Background: an optimization exercise with open tools, aiming at small area. Do not read the settings as production practice. RTL that was checked went through simulation tests only; none was proved equivalent to the original.

==> trial 76 <==
## Decoder
module Decoder #(parameter BIN_WIDTH = 4)(
    input clk,
    input reset,
    input bypass,
    input [7:0] pState_in,
    input [1:0] n_bin,
    input [15:0] m_value_binRE_in,
    input [16:0] m_value_binEP0_in,
    input [16:0] m_value_binEP1_in,
    input [16:0] m_value_binEP2_in,
    input [16:0] m_value_binEP3_in,
    output wire [BIN_WIDTH - 1:0] bin,
    output wire [15:0] m_value_binRE_out,
    output wire [16:0] m_value_binEP0_out,
    output wire [16:0] m_value_binEP1_out,
    output wire [16:0] m_value_binEP2_out,
    output wire [16:0] m_value_binEP3_out,
    output wire [2:0] numBits,
    output wire mps_renorm,
    output wire lps
);
clock: 10.0 ns
lec_check: 0
abc_area: 1
cap_margin: 0
core_margin: 2
core_utilization: 50
slew_margin: 0
standard.sh (not shown) runs the stock make flow with config.mk's settings and CLKGATE_MAP_FILE= SYNTH_SCRIPT=/design/flow/synth_recipe.tcl, a recipe that flattens the netlist after the stock synthesis.
==> flow/flow/run.sh <==
#!/bin/bash
# Standard ORFS layout with two changes:
#  1. after the standard synthesis, the combinational logic of its netlist is re-mapped by
#     ABC with area-oriented scripts, a few rounds, keeping the result whose area after an
#     unplaced timing repair (flow/a1.tcl) is smallest; the flip-flops are kept exactly as
#     the standard synthesis made them;
#  2. the port buffers use the smallest buffer cell, constant outputs share one tie cell and
#     the clock tree gets no dummy loads.
set -euo pipefail
HERE=$(pwd)
R=$HERE/orfs/results/sky130hd/Decoder/base
LIB=$FLOW_HOME/platforms/sky130hd/lib/sky130_fd_sc_hd__tt_025C_1v80.lib
DU=""
for c in probe_p_8 probec_p_8 lpflow_bleeder_1 lpflow_clkbufkapwr_1 lpflow_clkbufkapwr_16 \
  lpflow_clkbufkapwr_2 lpflow_clkbufkapwr_4 lpflow_clkbufkapwr_8 lpflow_clkinvkapwr_1 \
  lpflow_clkinvkapwr_16 lpflow_clkinvkapwr_2 lpflow_clkinvkapwr_4 lpflow_clkinvkapwr_8 \
  lpflow_inputiso0n_1 lpflow_inputiso0p_1 lpflow_inputiso1n_1 lpflow_inputiso1p_1 \
  lpflow_isobufsrc_1 lpflow_isobufsrc_16 lpflow_isobufsrc_2 lpflow_isobufsrc_4 \
  lpflow_isobufsrc_8 lpflow_isobufsrckapwr_16; do
  DU="$DU -dont_use sky130_fd_sc_hd__$c"
done

bash standard.sh synth > synth.log 2>&1
cp $R/1_2_yosys.v $HERE/std_synth.v

# one round: re-map the combinational logic of $1 with ABC script $3 into $2
remap() {
  yosys -l $2.log -p "
read_liberty -ignore_miss_func -overwrite -setattr liberty_cell $LIB
blackbox sky130_fd_sc_hd__df*
read_verilog -overwrite $1
hierarchy -top Decoder
flatten
opt_clean
abc -liberty $LIB $DU -script $3
opt_clean -purge
read_liberty -lib -overwrite $LIB
tee -o $2.stat stat -liberty $LIB
write_verilog -noattr -nohex -nodec $2
" > /dev/null
  awk '/Chip area/{print $NF}' $2.stat
}

a1() {
  A1_NETLIST=$1 A1_SDC=$HERE/constraint.sdc openroad -no_init -exit $HERE/flow/a1.tcl > $1.a1.log 2>&1
  awk '/^A1 /{print $2}' $1.a1.log
}

mkdir -p remap
cur=$HERE/std_synth.v
for round in 1 2 3 4 5; do
  round_best=""; round_area=1e9
  for s in s5 s9 s10; do
    out=$HERE/remap/r${round}_$s.v
    a=$(remap $cur $out $HERE/flow/$s.abc)
    c=$(a1 $out)
    echo "round $round $s area $a cost $c" >> remap/summary.txt
    if awk "BEGIN{exit !($a < $round_area)}"; then round_area=$a; round_best=$out; fi
  done
  cur=$round_best
done
best=$(awk '{print $7, $2, $3}' remap/summary.txt | sort -g | head -1 | awk -v d=$HERE/remap '{print d "/r" $2 "_" $3 ".v"}')
echo "best $best $(awk '{print $7}' remap/summary.txt | sort -g | head -1)" >> remap/summary.txt

yosys -l $HERE/finalize.log -p "
read_liberty -lib -overwrite $LIB
read_verilog $best
hierarchy -top Decoder
hilomap -singleton -hicell sky130_fd_sc_hd__conb_1 HI -locell sky130_fd_sc_hd__conb_1 LO
insbuf -buf sky130_fd_sc_hd__buf_1 A X
splitnets
opt_clean -purge
check -assert -mapped
stat -liberty $LIB
write_verilog -noattr -nohex -nodec $HERE/resyn.v
" > /dev/null

cp $HERE/resyn.v $R/1_2_yosys.v
rm -f $R/1_synth.odb $R/1_synth.sdc

export BUFFER_PORTS_ARGS="-buffer_cell sky130_fd_sc_hd__buf_1"
export SKIP_REPAIR_TIE_FANOUT=1
# clock tree without dummy loads
export CTS_ARGS="-sink_clustering_enable -repair_clock_nets -dont_use_dummy_load"
bash standard.sh > standard.log 2>&1
Other scripts of this flow, unchanged in this note and not shown: flow/flow/a1.tcl, flow/flow/s10.abc, flow/flow/s5.abc, flow/flow/s9.abc
==> build 43 (differences from trial 76) <==
--- a/flow/design.v
+++ b/flow/design.v
@@ -70,28 +70,12 @@
     output wire [16:0] m_value_binEP3_out,
     output wire [2:0] numBits,
     output wire mps_renorm,
     output wire lps
 );
     reg [8:0] m_range;
-    function CarryTree8(input [7:0] g, input [7:0] p);
-        reg [3:0] g1, p1;
-        reg [1:0] g2, p2;
-        integer k;
-        begin
-            for (k = 0; k < 4; k = k + 1) begin
-                g1[k] = g[2*k+1] | (p[2*k+1] & g[2*k]);
-                p1[k] = p[2*k+1] & p[2*k];
-            end
-            for (k = 0; k < 2; k = k + 1) begin
-                g2[k] = g1[2*k+1] | (p1[2*k+1] & g1[2*k]);
-                p2[k] = p1[2*k+1] & p1[2*k];
-            end
-            CarryTree8 = g2[1] | (p2[1] & g2[0]);
-        end
-    endfunction
     reg [15:0] m_value;
     wire b0, b1, b2, b3;
     wire [15:0] v0, v1, v2, v3;
     Decode_1xEP ep0 (.m_range(m_range), .e(m_value_binEP0_in), .bin_out(b0), .v(v0));
     Decode_1xEP ep1 (.m_range(m_range), .e(m_value_binEP1_in), .bin_out(b1), .v(v1));
     Decode_1xEP ep2 (.m_range(m_range), .e(m_value_binEP2_in), .bin_out(b2), .v(v2));
@@ -106,57 +90,52 @@
     wire sel3 = bypass &  n_bin[1] &  n_bin[0];
     wire [15:0] v_next = ({16{sel0}} & v0) | ({16{sel1}} & v1) | ({16{sel2}} & v2) |
                          ({16{sel3}} & v3) | ({16{~bypass}} & m_value_binRE_in);
     wire [3:0] bin_ep = {sel3 & b3, (sel2 | sel3) & b2, ~sel0 & b1, b0};
     wire [4:0] q = pState_in[6:2] ^ {5{pState_in[7]}};
     wire [3:0] r = m_range[8:5];
-    wire [5:0] r3;  
-    AddRipple #(5) a0 (.a({1'b0, r}), .b({r, 1'b0}), .ci(1'b0), .s(r3[4:0]), .co(r3[5]));
-    wire [3:0] d0 = {q[1] & q[0], q[1] & ~q[0], ~q[1] & q[0], ~q[1] & ~q[0]};
-    wire [3:0] d1 = {q[3] & q[2], q[3] & ~q[2], ~q[3] & q[2], ~q[3] & ~q[2]};
-    wire [5:0] t0 = ({6{d0[1]}} & {2'b00, r}) | ({6{d0[2]}} & {1'b0, r, 1'b0}) | ({6{d0[3]}} & r3);
-    wire [5:0] t1 = ({6{d1[1]}} & {2'b00, r}) | ({6{d1[2]}} & {1'b0, r, 1'b0}) | ({6{d1[3]}} & r3);
-    wire [3:0] t2 = {4{q[4]}} & r;
-    wire [5:0] x = t1;                                
-    wire [5:0] y = {t2, 2'b00};                       
-    wire [3:0] z = t0[5:2];                           
-    wire [6:0] cs_s; wire [6:0] cs_c;
-    assign cs_s[0] = x[0] ^ z[0];  assign cs_c[0] = x[0] & z[0];
-    assign cs_s[1] = ~(x[1] ^ z[1]); assign cs_c[1] = x[1] | z[1];
-    assign cs_s[2] = x[2] ^ y[2] ^ z[2]; assign cs_c[2] = (x[2] & y[2]) | (z[2] & (x[2] | y[2]));
-    assign cs_s[3] = x[3] ^ y[3] ^ z[3]; assign cs_c[3] = (x[3] & y[3]) | (z[3] & (x[3] | y[3]));
-    assign cs_s[4] = x[4] ^ y[4]; assign cs_c[4] = x[4] & y[4];
-    assign cs_s[5] = x[5] ^ y[5]; assign cs_c[5] = x[5] & y[5];
-    assign cs_s[6] = 1'b0; assign cs_c[6] = 1'b0;
-    wire [6:0] fs; wire fco;
-    AddRipple #(6) af (.a(cs_s[6:1]), .b(cs_c[5:0]), .ci(1'b0), .s(fs[6:1]), .co(fco));
-    assign fs[0] = cs_s[0];
-    wire [7:0] lpsr = {fs[6:0], t0[1]};
+    wire [4:0] pp0 = q & {5{r[0]}};
+    wire [4:0] pp1 = q & {5{r[1]}};
+    wire [4:0] pp2 = q & {5{r[2]}};
+    wire [4:0] pp3 = q & {5{r[3]}};
+    wire [4:0] s1; wire c1;
+    AddRipple #(5) a1 (.a({1'b0, pp0[4:1]}), .b(pp1), .ci(1'b0), .s(s1), .co(c1));
+    wire [4:0] s2; wire c2;
+    AddRipple #(5) a2 (.a({c1, s1[4:1]}), .b(pp2), .ci(1'b0), .s(s2), .co(c2));
+    wire [4:0] s3; wire c3;
+    AddRipple #(5) a3 (.a({c2, s2[4:1]}), .b(pp3), .ci(1'b1), .s(s3), .co(c3));
+    wire [7:0] lpsr = {c3, s3, s2[0], s1[0]};
     wire [8:0] rl; wire rl_ge;
-    wire rl_ge_ripple;
-    SubRipple #(9) srl (.a(m_range), .b({1'b0, lpsr}), .d(rl), .ge(rl_ge_ripple));
+    SubRipple #(9) srl (.a(m_range), .b({1'b0, lpsr}), .d(rl), .ge(rl_ge));
     wire [8:0] a_lo; wire a_ge;
     SubRipple #(9) sva (.a(m_value[15:7]), .b(m_range), .d(a_lo), .ge(a_ge));
-    wire [7:0] t_lo; wire t_c8_ripple;
-    AddRipple #(8) at (.a(a_lo[7:0]), .b(lpsr), .ci(1'b0), .s(t_lo), .co(t_c8_ripple));
-    wire t_c8 = CarryTree8(a_lo[7:0] & lpsr, a_lo[7:0] | lpsr);
-    wire rl_ge8 = CarryTree8(m_range[7:0] & ~lpsr, m_range[7:0] | ~lpsr) | &(m_range[7:0] | ~lpsr);
-    assign rl_ge = m_range[8] | rl_ge8;
+    wire [7:0] t_lo; wire t_c8;
+    AddRipple #(8) at (.a(a_lo[7:0]), .b(lpsr), .ci(1'b0), .s(t_lo), .co(t_c8));
     wire t8 = a_lo[8] ^ t_c8;
     wire c9 = a_lo[8] & t_c8;
     wire t9 = ~a_ge ^ c9;             
     wire t10 = ~a_ge & ~c9;           
     wire [8:0] vd = {t8, t_lo};
     wire is_lps = ~t10 & (rl_ge | t9);
     wire lz2 = ~|lpsr[7:4];
-    wire lz1 = (lpsr[7:5] == 3'b001) | (lpsr[7:4] == 4'b0001);
-    wire lz0 = (lpsr[7:6] == 2'b01) | (lpsr[7:4] == 4'b0001) | (lpsr[7:2] == 6'b000001);
     wire [7:0] l1 = lz2 ? {lpsr[3:0], 4'b0000} : lpsr;
+    wire lz1 = ~|l1[7:6];
     wire [7:0] l2 = lz1 ? {l1[5:0], 2'b00} : l1;
+    wire lz0 = ~l2[7];
     wire [6:0] l3 = lz0 ? l2[5:0] << 1 : l2[6:0];
-    wire [2:0] nb = {lz2, lz1, lz0} + 3'd1;
+    reg [2:0] nb;
+    always @(*) begin
+        casez (lpsr[7:3])
+            5'b1????: nb = 3'd1;
+            5'b01???: nb = 3'd2;
+            5'b001??: nb = 3'd3;
+            5'b0001?: nb = 3'd4;
+            5'b00001: nb = 3'd5;
+            default:  nb = 3'd6;
+        endcase
+    end
     assign lps = is_lps;
     assign mps_renorm = is_lps | rl[8];
     assign numBits = is_lps ? nb : 3'd1;
     wire [15:0] sh0 = {vd[7:0], m_value[6:0], 1'b0};
     wire [15:0] sh1 = lz2 ? {sh0[11:0], 4'b0000} : sh0;
     wire [15:0] sh2 = lz1 ? {sh1[13:0], 2'b00} : sh1;
==> trial 9 (differences from trial 76) <==
--- a/flow/design.v
+++ b/flow/design.v
@@ -124,23 +124,50 @@
     assign cs_s[1] = ~(x[1] ^ z[1]); assign cs_c[1] = x[1] | z[1];
     assign cs_s[2] = x[2] ^ y[2] ^ z[2]; assign cs_c[2] = (x[2] & y[2]) | (z[2] & (x[2] | y[2]));
     assign cs_s[3] = x[3] ^ y[3] ^ z[3]; assign cs_c[3] = (x[3] & y[3]) | (z[3] & (x[3] | y[3]));
     assign cs_s[4] = x[4] ^ y[4]; assign cs_c[4] = x[4] & y[4];
     assign cs_s[5] = x[5] ^ y[5]; assign cs_c[5] = x[5] & y[5];
     assign cs_s[6] = 1'b0; assign cs_c[6] = 1'b0;
-    wire [6:0] fs; wire fco;
-    AddRipple #(6) af (.a(cs_s[6:1]), .b(cs_c[5:0]), .ci(1'b0), .s(fs[6:1]), .co(fco));
+    wire [6:0] fs;
+    wire [5:0] fa_a = cs_s[6:1], fa_b = cs_c[5:0];
+    wire [5:0] fg = fa_a & fa_b, fp = fa_a ^ fa_b;
+    wire g10 = fg[1] | (fp[1] & fg[0]);
+    wire g32 = fg[3] | (fp[3] & fg[2]), p32 = fp[3] & fp[2];
+    wire g54 = fg[5] | (fp[5] & fg[4]);
+    wire g20 = fg[2] | (fp[2] & g10);
+    wire g30 = g32 | (p32 & g10);
+    wire g40 = fg[4] | (fp[4] & g30);
+    assign fs[1] = fp[0];
+    assign fs[2] = fp[1] ^ fg[0];
+    assign fs[3] = fp[2] ^ g10;
+    assign fs[4] = fp[3] ^ g20;
+    assign fs[5] = fp[4] ^ g30;
+    assign fs[6] = fp[5] ^ g40;
     assign fs[0] = cs_s[0];
     wire [7:0] lpsr = {fs[6:0], t0[1]};
     wire [8:0] rl; wire rl_ge;
     wire rl_ge_ripple;
     SubRipple #(9) srl (.a(m_range), .b({1'b0, lpsr}), .d(rl), .ge(rl_ge_ripple));
     wire [8:0] a_lo; wire a_ge;
     SubRipple #(9) sva (.a(m_value[15:7]), .b(m_range), .d(a_lo), .ge(a_ge));
-    wire [7:0] t_lo; wire t_c8_ripple;
-    AddRipple #(8) at (.a(a_lo[7:0]), .b(lpsr), .ci(1'b0), .s(t_lo), .co(t_c8_ripple));
+    wire [7:0] tg = a_lo[7:0] & lpsr, tp = a_lo[7:0] ^ lpsr;
+    wire [7:0] tc;   
+    assign tc[0] = tg[0];
+    assign tc[1] = tg[1] | (tp[1] & tg[0]);
+    wire tg32 = tg[3] | (tp[3] & tg[2]), tp32 = tp[3] & tp[2];
+    wire tg54 = tg[5] | (tp[5] & tg[4]), tp54 = tp[5] & tp[4];
+    wire tg76 = tg[7] | (tp[7] & tg[6]), tp76 = tp[7] & tp[6];
+    assign tc[2] = tg[2] | (tp[2] & tc[1]);
+    assign tc[3] = tg32 | (tp32 & tc[1]);
+    wire tg64 = tg[6] | (tp[6] & tg54), tp64 = tp[6] & tp54;
+    wire tg74 = tg76 | (tp76 & tg54), tp74 = tp76 & tp54;
+    assign tc[4] = tg[4] | (tp[4] & tc[3]);
+    assign tc[5] = tg54 | (tp54 & tc[3]);
+    assign tc[6] = tg64 | (tp64 & tc[3]);
+    assign tc[7] = tg74 | (tp74 & tc[3]);
+    wire [7:0] t_lo = tp ^ {tc[6:0], 1'b0};
     wire t_c8 = CarryTree8(a_lo[7:0] & lpsr, a_lo[7:0] | lpsr);
     wire rl_ge8 = CarryTree8(m_range[7:0] & ~lpsr, m_range[7:0] | ~lpsr) | &(m_range[7:0] | ~lpsr);
     assign rl_ge = m_range[8] | rl_ge8;
     wire t8 = a_lo[8] ^ t_c8;
     wire c9 = a_lo[8] & t_c8;
     wire t9 = ~a_ge ^ c9;             
--- a/flow/flow/run.sh
+++ b/flow/flow/run.sh
@@ -45,15 +45,15 @@
   A1_NETLIST=$1 A1_SDC=$HERE/constraint.sdc openroad -no_init -exit $HERE/flow/a1.tcl > $1.a1.log 2>&1
   awk '/^A1 /{print $2}' $1.a1.log
 }
 
 mkdir -p remap
 cur=$HERE/std_synth.v
-for round in 1 2 3 4 5; do
+for round in 1 2 3 4 5 6 7 8; do
   round_best=""; round_area=1e9
-  for s in s5 s9 s10; do
+  for s in s5 s9 s10 s13 s14; do
     out=$HERE/remap/r${round}_$s.v
     a=$(remap $cur $out $HERE/flow/$s.abc)
     c=$(a1 $out)
     echo "round $round $s area $a cost $c" >> remap/summary.txt
     if awk "BEGIN{exit !($a < $round_area)}"; then round_area=$a; round_best=$out; fi
   done
==> flow/flow/s13.abc (new file) <==
strash
dc2
dch -f
amap
topo
==> flow/flow/s14.abc (new file) <==
strash
balance
 rewrite
 refactor
 balance
 rewrite
 rewrite -z
 balance
 refactor -z
 rewrite -z
 balance
dc2
dch -f
amap -F 20 -A 100 -C 10000
topo
==> run summary <==
|  | trial 76 | trial 9 | build 43 |
|---|---|---|---|
| Outcome | timing/DRC/antenna clean | timing/DRC/antenna clean | timing/DRC/antenna clean |
| Inverters | 63 | 56 | 47 |
| Setup slack after layout | 651 ps | 825 ps | 459 ps |
| R2R depth | 30 | 30 | 35 |
| Final hold slack | 678 ps | 691 ps | 667 ps |
| Min Tclk post-route | 9350 ps | 9180 ps | 9540 ps |
| Setup repair after global routing missed its margin | no | no | - |
| Routed length on met1 | 6590 um | 6840 um | 6850 um |
| Peak fanout along the critical path | 13 | 10 | 13 |
| Worst stage delay on the critical path | 280 ps | 350 ps | 340 ps |
| Critical Path Most Common Cell | - | nor2_1 | nand2_1 |
| Fraction of area in registers | 0.125 | 0.125 | 0.122 |
| Cell area reported after detailed placement | 5090 sq um | 5100 sq um | 5170 sq um |
| Global routing usage on met3 | 0.0282 | 0.0298 | 0.0290 |
| Met1 Usage GRT | 0.460 | 0.473 | 0.460 |
| Die footprint | 9280 sq um | 9160 sq um | 9230 sq um |
| Floorplan Core Area | 8260 sq um | 8180 sq um | 8220 sq um |
| Wire length on met2 | 7740 um | 7680 um | 7350 um |
| Slack of the worst reg-to-reg path | 3690 ps | 3660 ps | 3440 ps |
| Clock buffer and inverter area fraction after layout | 0.00801 | 0.00801 | 0.00783 |
| Slew at the pin closest to its max-slew limit | 1130 ps | 1260 ps | 1260 ps |
| Routed wire length | 16,200 um | 16,200 um | 16,000 um |
The RTL of build 43 was laid out without a check of its function.

==> static timing again, ports no longer ideal <==
Ports are ideal in the flow. The routed layouts listed here were re-timed in OpenROAD. Step 1 assumes that a clkbuf_16 drives the clock port and a buf_2 every other input. Step 2 moves the port delays by t, midway between the first and last clock arrival at a register: inputs arrive t later, outputs are due t later. That takes back most of the time a late clock gives input paths. a / b / c = ideal / step 1 / step 2; a / b = the first two.
| run | shift t [ns] | setup slack, ns | worst hold slack (ns) | latest minus earliest clock arrival (ns) | worst slew at a driven data input, ns |
|---|---|---|---|---|---|
| trial 76 | 0.290 | 0.651 / 0.629 / 0.629 | 0.678 / 0.678 / 0.678 | 0.013 / 0.014 | 0.06 |
| build 43 | 0.297 | 0.459 / 0.439 / 0.439 | 0.667 / 0.667 / 0.667 | 0.012 / 0.012 | 0.04 |
| trial 9 | 0.303 | 0.825 / 0.803 / 0.803 | 0.691 / 0.691 / 0.691 | 0.004 / 0.005 | 0.04 |
After both steps setup and hold are still met in every run listed.
